Source: an optimization exercise on an open RTL-to-GDS flow (aim: a short achievable clock period and few clock cycles). Production flows keep margins and buffers that such runs may drop.
Only simulation tests tie the RTL to the original design; equivalence was not proved.
No activity file was given, so power comes from the tool's default toggle rates.

<file path="design/flow/config.mk">
export PLATFORM = sky130hd
export DESIGN_NAME = processor
export DESIGN_NICKNAME = processor
export VERILOG_FILES = /design/flow/design.v
export SDC_FILE = /design/flow/constraint.sdc
export NUM_CORES = 4
export LEC_CHECK = 0
export CAP_MARGIN = 20
export CORE_MARGIN = 2
export CORE_UTILIZATION = 40
export PLACE_DENSITY = 0.6
export SLEW_MARGIN = 20
</file>
<file path="design/flow/constraint.sdc">
create_clock -name core_clock -period 5.0 [get_ports {clk}]
set_input_delay 1.0000 -clock core_clock [delete_from_list [all_inputs] [get_ports {clk}]]
set_output_delay 1.0000 -clock core_clock [all_outputs]
set_load 0.01 [all_outputs]
</file>
<file path="design/flow/design.v">
module ALU (
  input wire [17:0] operand1,
  input wire [17:0] operand2,
  input wire [1:0] alu_select,
  input wire reset,
  input wire enable,
  input wire clk,
  output reg [17:0] result
);
  always @(posedge clk or posedge reset) begin
    if (reset) begin
      result <= 18'b0;
    end else if (enable) begin
      case (alu_select)
        2'b00: result <= operand1 + operand2;  
        2'b01: result <= operand1 & operand2;  
        2'b10: result <= ~(operand1 & operand2);  
        2'b11: result <= ~(operand1 | operand2);  
        default: result <= 18'b0;  
      endcase
    end
  end
endmodule
module RegisterFile(
  input [3:0] read_addr1,
  input [3:0] read_addr2,
  input [3:0] write_addr,
  input [17:0] write_data,
  input [17:0] write_data_in,
  input write_enable,
  input clk,
  output reg [17:0] data_out1,
  output reg [17:0] data_out2
);
  reg [17:0] registers [0:15];
  always @(posedge clk) begin
    if (write_enable) begin
      registers[write_addr] <= write_data;
    end
    data_out1 <= registers[read_addr1];
    data_out2 <= registers[read_addr2];
  end
endmodule
module Comparator_2sComplement (
  input signed [17:0] input1,
  input signed [17:0] input2,
  output reg zf,
  output reg cf
);
  always @* begin
    if (input1 == input2) begin
      cf = 0;
      zf = 1;
    end else if (input1 > input2) begin
      cf = 0;
      zf = 0;
    end else begin
      cf = 1;
      zf = 0;
    end
  end
endmodule
module PC_Counter (
  input signed [10:0] jumpAddress,
  input nextInstr,
  input jump,
  input cmpJump,
  input clk,
  input reset,
  input enable,
  output reg [10:0] pc
);
  always @(posedge clk or posedge reset) begin
    if (reset) begin
      pc <= 11'b0;
    end else if (enable) begin
      if (nextInstr) begin
        pc <= pc + 1;
      end else if (jump | cmpJump) begin
        pc <= pc + jumpAddress;
      end
    end
  end
endmodule
module processor (
  input  wire        clk,
  input  wire        reset,
  output wire [10:0] imem_addr,
  input  wire [17:0] imem_data,
  output wire [9:0]  dmem_addr,
  output wire        dmem_we,
  output wire [17:0] dmem_wdata,
  input  wire [17:0] dmem_rdata,
  output wire        halted
);
  localparam S_FETCH  = 3'd0;
  localparam S_DECODE = 3'd1;
  localparam S_EXEC   = 3'd2;
  localparam S_WB     = 3'd3;
  localparam S_HALT   = 3'd4;
  localparam OP_HALT = 4'b0000;
  localparam OP_ADD  = 4'b0001;
  localparam OP_AND  = 4'b0010;
  localparam OP_NAND = 4'b0011;
  localparam OP_NOR  = 4'b0100;
  localparam OP_ADDI = 4'b0101;
  localparam OP_ANDI = 4'b0110;
  localparam OP_JUMP = 4'b0111;
  localparam OP_LD   = 4'b1000;
  localparam OP_ST   = 4'b1001;
  localparam OP_CMP  = 4'b1010;
  localparam OP_JE   = 4'b1011;
  localparam OP_JA   = 4'b1100;
  localparam OP_JB   = 4'b1101;
  localparam OP_JAE  = 4'b1110;
  localparam OP_JBE  = 4'b1111;
  reg  [2:0]  state;
  reg  [17:0] ir;
  reg         zf_q, cf_q;
  wire [10:0] pc;
  wire [17:0] instr  = (state == S_DECODE) ? imem_data : ir;
  wire [3:0]  opcode = instr[17:14];
  wire [3:0]  op_ir  = ir[17:14];
  wire [17:0] rdata1, rdata2;
  wire        rd_from_hi = (opcode == OP_CMP) || (opcode == OP_ST);
  wire [3:0]  raddr1 = rd_from_hi ? instr[13:10] : instr[9:6];
  wire [3:0]  raddr2 = (opcode == OP_CMP) ? instr[9:6] : instr[5:2];
  wire        is_alu = (op_ir == OP_ADD) || (op_ir == OP_AND) || (op_ir == OP_NAND) ||
                       (op_ir == OP_NOR) || (op_ir == OP_ADDI) || (op_ir == OP_ANDI);
  wire        is_jcc = (op_ir == OP_JE) || (op_ir == OP_JA) || (op_ir == OP_JB) ||
                       (op_ir == OP_JAE) || (op_ir == OP_JBE);
  wire [17:0] alu_result;
  wire        rf_we    = (state == S_WB);
  wire [17:0] rf_wdata = (op_ir == OP_LD) ? dmem_rdata : alu_result;
  RegisterFile u_rf (
    .read_addr1   (raddr1),
    .read_addr2   (raddr2),
    .write_addr   (ir[13:10]),
    .write_data   (rf_wdata),
    .write_data_in(18'b0),
    .write_enable (rf_we),
    .clk          (clk),
    .data_out1    (rdata1),
    .data_out2    (rdata2)
  );
  reg  [1:0]  alu_sel;
  always @* begin
    case (op_ir)
      OP_ADD, OP_ADDI: alu_sel = 2'b00;
      OP_AND, OP_ANDI: alu_sel = 2'b01;
      OP_NAND:         alu_sel = 2'b10;
      default:         alu_sel = 2'b11;
    endcase
  end
  wire        use_imm = (op_ir == OP_ADDI) || (op_ir == OP_ANDI);
  wire [17:0] imm     = {{12{ir[5]}}, ir[5:0]};
  ALU u_alu (
    .operand1  (rdata1),
    .operand2  (use_imm ? imm : rdata2),
    .alu_select(alu_sel),
    .reset     (reset),
    .enable    ((state == S_EXEC) && is_alu),
    .clk       (clk),
    .result    (alu_result)
  );
  wire zf_c, cf_c;
  Comparator_2sComplement u_cmp (
    .input1(rdata1),
    .input2(rdata2),
    .zf    (zf_c),
    .cf    (cf_c)
  );
  reg taken;
  always @* begin
    case (op_ir)
      OP_JE:   taken = zf_q;
      OP_JA:   taken = !zf_q && !cf_q;
      OP_JB:   taken = cf_q;
      OP_JAE:  taken = !cf_q;
      OP_JBE:  taken = cf_q || zf_q;
      default: taken = 1'b0;
    endcase
  end
  wire in_exec   = (state == S_EXEC);
  wire pc_next   = (state == S_WB) ||
                   (in_exec && ((op_ir == OP_ST) || (op_ir == OP_CMP) || (is_jcc && !taken)));
  wire pc_jump   = in_exec && (op_ir == OP_JUMP);
  wire pc_cjump  = in_exec && is_jcc && taken;
  PC_Counter u_pc (
    .jumpAddress(ir[13:3]),
    .nextInstr  (pc_next),
    .jump       (pc_jump),
    .cmpJump    (pc_cjump),
    .clk        (clk),
    .reset      (reset),
    .enable     (pc_next || pc_jump || pc_cjump),
    .pc         (pc)
  );
  always @(posedge clk or posedge reset) begin
    if (reset) begin
      state <= S_FETCH;
      zf_q  <= 1'b0;
      cf_q  <= 1'b0;
    end else begin
      case (state)
        S_FETCH:  state <= S_DECODE;
        S_DECODE: state <= S_EXEC;
        S_EXEC: begin
          if (op_ir == OP_HALT)
            state <= S_HALT;
          else if (is_alu || (op_ir == OP_LD))
            state <= S_WB;
          else
            state <= S_FETCH;
          if (op_ir == OP_CMP) begin
            zf_q <= zf_c;
            cf_q <= cf_c;
          end
        end
        S_WB:     state <= S_FETCH;
        default:  state <= S_HALT;
      endcase
    end
  end
  always @(posedge clk or posedge reset) begin
    if (reset)
      ir <= 18'd0;
    else if (state == S_DECODE)
      ir <= imem_data;
  end
  assign imem_addr  = pc;
  assign dmem_addr  = ir[9:0];
  assign dmem_we    = in_exec && (op_ir == OP_ST);
  assign dmem_wdata = rdata1;
  assign halted     = (state == S_HALT);
endmodule
</file>
<file path="design/flow/run.sh">
#!/bin/bash
# synth_recipe.tcl (not shown) runs the flow's synth.tcl, then flattens the netlist and writes it again
# the make line also repeats each setting of config.mk as NAME=value (left out here)
make -C /OpenROAD-flow-scripts/flow DESIGN_CONFIG=/design/flow/config.mk WORK_HOME=/design/flow/orfs CLKGATE_MAP_FILE= SYNTH_SCRIPT=/design/flow/synth_recipe.tcl finish
</file>
==> results.txt <==
-- cells in the mapped netlist, types with 22 or more instances --
library cell	instances
mux2i_1	356
edfxtp_1	288
buf_4	22
o21ai_0	48
buf_2	24
nor2_1	48
mux2_2	39
a21oi_1	59
mux4_2	57
nand2_1	45
ha_1	64
dfrtp_1	52
inv_1	73
dfxtp_1	36
-- through the flow --
step | instances | hold WS, ns | util, %
floorplan | 1446 | 0.446 | -
global placement | 2152 | 0.464 | 43.5
detailed placement | 2152 | 0.470 | 43.5
CTS | 2230 | 0.477 | 46.2
global route | 2230 | 0.503 | 46.2
finish | 2230 | 0.474 | 46.2
-- worst min path at each step --
stage | start | to | slack, ns | cells after the start
3_3_place_gp | u_alu.result[0] | u_alu.result[0] | 0.46 | 2
6_report | u_pc.pc[10] | u_pc.pc[10] | 0.47 | 1
5_1_grt | u_pc.pc[10] | u_pc.pc[10] | 0.50 | 1
3_5_place_dp | u_pc.pc[10] | u_pc.pc[10] | 0.47 | 1
2_1_floorplan | u_alu.result[0] | u_alu.result[0] | 0.45 | 2
4_1_cts | u_pc.pc[10] | u_pc.pc[10] | 0.48 | 1
-- power by group through the flow --
| stage | Sequential [mW] | Clock (mW) | Combinational [mW] |
|---|---|---|---|
| 2_1_floorplan | 4.50 | 0 | 8.31 |
| 4_1_cts | 4.77 | 3.04 | 10.7 |
| 5_1_grt | 4.82 | 3.16 | 11.6 |
| 3_5_place_dp | 4.83 | 0 | 10.7 |
| 6_report | 4.78 | 2.98 | 10.7 |
| 3_3_place_gp | 4.82 | 0 | 10.5 |
-- cell usage in the layout, fill, tap and decap left out, types with 9 or more instances in the layout --
cell type          n
edfxtp_1         288
mux4_2            57
nand2b_1           9
mux2_2            38
ha_1              64
nor2b_1           16
mux2i_1          356
xnor2_1           14
a21oi_1           56
a21o_1            10
inv_1             72
clkdlybuf4s50_1   78
dfxtp_1           36
nor2_1            36
a22o_1            11
buf_4             43
clkbuf_16         43
o21ai_0           47
mux4_1            15
clkbuf_1          14
nor2_2            12
dfrtp_1           52
nand2_1           45
-- routing by layer --
layer	global-route usage [%]	up-vias	share of wire (%)	routed length [um]
met5	0	-	0	0
met4	6.76	0	2.7	1500
met3	2.79	79	5.3	2920
met2	34.3	405	47	26100
met1	29.5	6524	45	24800
li1	-	5693	-	-
-- sequential cells by signal, indices dropped and copies added (netlist names) --
name	flops
u_rf.registers	288
ir	18
u_alu.result	18
u_rf.data_out1	18
u_rf.data_out2	18
u_pc.pc	11
state	3
cf_q	1
zf_q	1
-- critical path, cell delays in order (launching register included) --
cell      delay [ns]
dfrtp_1         0.60
clkinv_1        0.16
nand3_1         0.11
buf_4           0.28
mux2i_1         0.15
inv_1           0.07
ha_1            0.18
inv_1           0.09
fa_1            0.44
nor2b_1         0.13
o21ai_0         0.11
a21boi_0        0.36
o31ai_1         0.20
a221oi_1        0.51
nand2_1         0.19
mux2i_1         0.18
nor2_1          0.06
-- layout make-up --
type,instances,area [sq um],share of cell area (%)
Clock buffer,58,1140,4.93
Clock inverter,20,190,0.821
Inverter,74,278,1.20
Multi-Input combinational cell,904,8840,38.2
Sequential cell,376,10700,46.1
Tap cell,672,841,3.63
Timing Repair Buffer,126,1200,5.20
-- logic make-up (layout without fill, tap and decap cells) --
family,after synthesis,in the layout,synth area share [%]
flops,376,376,52.5
compound gates,184,184,5.75
simple gates,164,164,4.00
fa+ha+maj,66,66,4.14
mux,469,469,28.1
xor+xnor,21,21,0.906
buf+inv,166,278,4.54
==> summary.md <==
| Metric | Value |
|---|---|
| Fmax | `254 MHz` |
| Register share of total power | `25.9%` |
| Top FF cell, synth | `edfxtp_1` |
| Sequential area share after synthesis | `52.5%` |
| Final #Nets | `1629` |
| Max IR drop VDD | `0.535 mV` |
| First-pass GRT wire length | `82900 um` |
| Ant. Diodes | `0` |
| Post-CTS Setup Bufs | `0` |
| Area contributors post-synth | `edfxtp_1 43%, mux2i_1 18%, dfrtp_1 6.4%` |
| Die H | `229 um` |
| Synth area leader | `edfxtp_1` |
| Arrival time worst endpoint | `4.38 ns` |
| Clock Power Share | `16.2%` |
| Post-Synthesis Cells | `1446` |
| Sw frac | `41.8%` |
| DR vias/cell | `5.70` |
| Post-CTS Resized | `0` |
| Max Cap Viol | `0` |
| Ys async rst share | `13.8%` |
| Power density over the cells | `796 nW/um^2` |
| EDFF count, synth | `288` |
| Initial core utilization | `40.5%` |
| Port Buf Inserts | `78` |
| Hpwl dp | `35900 um` |
| Number of synthesized register bits | `376` |
| Share of cells above drive strength 1 | `15.1%` |
| RSZ-0062 raised after global routing | `no` |
| Area grow syn2layout | `14.1%` |
| CP endpoint | `u_alu.result[16]` |
| Post-synth top area share | `42.6%` |
| DR iter-0 viols | `1048` |
| Worst-path clk slew | `0.06 ns` |
| Setup ws final | `1.07 ns` |
| Net Sw Power | `7.70 mW` |
| Vias after detailed routing | `12700` |
| Worst Skew | `0.0276 ns` |
| Initial antenna violation count | `1` |
| CP Max Fanout | `19` |
| Die X-Extent | `229 um` |
| ANT nets after route | `0` |
| Largest net degree at the start of global routing | `73` |
| Max Buffers Root-to-Sink | `3` |
| Clock Latency Late Sink | `0.59 ns` |
| DR WL/cell | `24.8 um` |
| Die ar. | `52600 sq um` |
| Status | `no timing/DRC/antenna violations` |
| CTS tree | `done` |
| Worst Hold Class | `flip-flop to flip-flop` |
| FF-to-FF setup slack | `1.07 ns` |
| Crit Reg-Reg Endpoint | `u_alu.result[16]` |
| P_int | `10.7 mW` |
| FILL cells | `4380` |
| Final min period | `3.94 ns` |
| R2R depth | `16` |
| Pre-CTS WS | `0.926 ns` |
| Syn avg cell area | `14.0 sq um` |
| DR DRC count | `0` |
| CP endpoint kind | `flip-flop` |
| Post-synthesis cell area | `20300 sq um` |
| Final design area excluding fillers | `23200 sq um` |
| Number of H-tree levels | `2` |
| IO Pins | `79` |
| Period utilisation layout | `78.7%` |
| Vias in the first global route | `12800` |
| Worst slew pin tran | `1.07 ns` |
| GRT overflow | `0` |
| Cts hold-fix bufs | `0` |
| Crit. Startpoint | `ir[17]` |
| Combinational power share | `57.9%` |
| Tot GR Track Use | `21.1%` |
| Synth cell types | `70` |
| Sink Count | `376` |
| Yosys warning count | `5` |
| Hold Fails Final Rpt | `0` |
| Num CTS Buffers | `43` |
| # setup viols final | `0` |
| DRT Pass-1 Iters | `5` |
| Synth Net Count | `1550` |
| CORE AREA | `50200 sq um` |
| GPL Wtd Cong | `0.853` |
| Setup TNS | `0 ns` |
| P_leak | `9.20 nW` |
| Total Power | `18.4 mW` |
| Dpl cell area | `21800 sq um` |
| Root buffer cell | `clkbuf_16` |
| Post-Route WL | `55400 um` |
| Reg2reg start | `ir[17]` |
| Critical path startpoint category | `flip-flop` |
| Max Slew Vio Count | `0` |
| Setup CP Type | `flip-flop to flip-flop` |
| Required @ worst endpoint | `5.45 ns` |
| Slew HR | `28.0%` |
| Row count | `82` |
Testbench counts, summed over its fixed seeds: cycles 94,750.

==> port drivers added, routing unchanged <==
How much do the figures lean on ideal ports? The routed layout below was timed once more, with nothing changed but the port constraints. Step 1 (the two cells are an assumption about what drives the block):
set clk [get_ports {clk}]
set_driving_cell -lib_cell sky130_fd_sc_hd__clkbuf_16 $clk
set_driving_cell -lib_cell sky130_fd_sc_hd__buf_2 [delete_from_list [all_inputs] $clk]
Step 2 also shifts input and output timing later by t, the mid clock arrival at the registers, as if the neighbouring blocks saw the same clock. a / b / c = no drivers / after step 1 / after step 2; a / b = the first two.
t (ns): 0.633
setup WS [ns]: 1.065 / 1.065 / 0.955
worst slew at a driven data input, ns: 0.07
cell pins on the clock port's net: 1
After both steps this run still meets setup and hold. For this run, drivers alone change the setup slack by 0.000 ns; drivers and shift together by -0.110 ns.
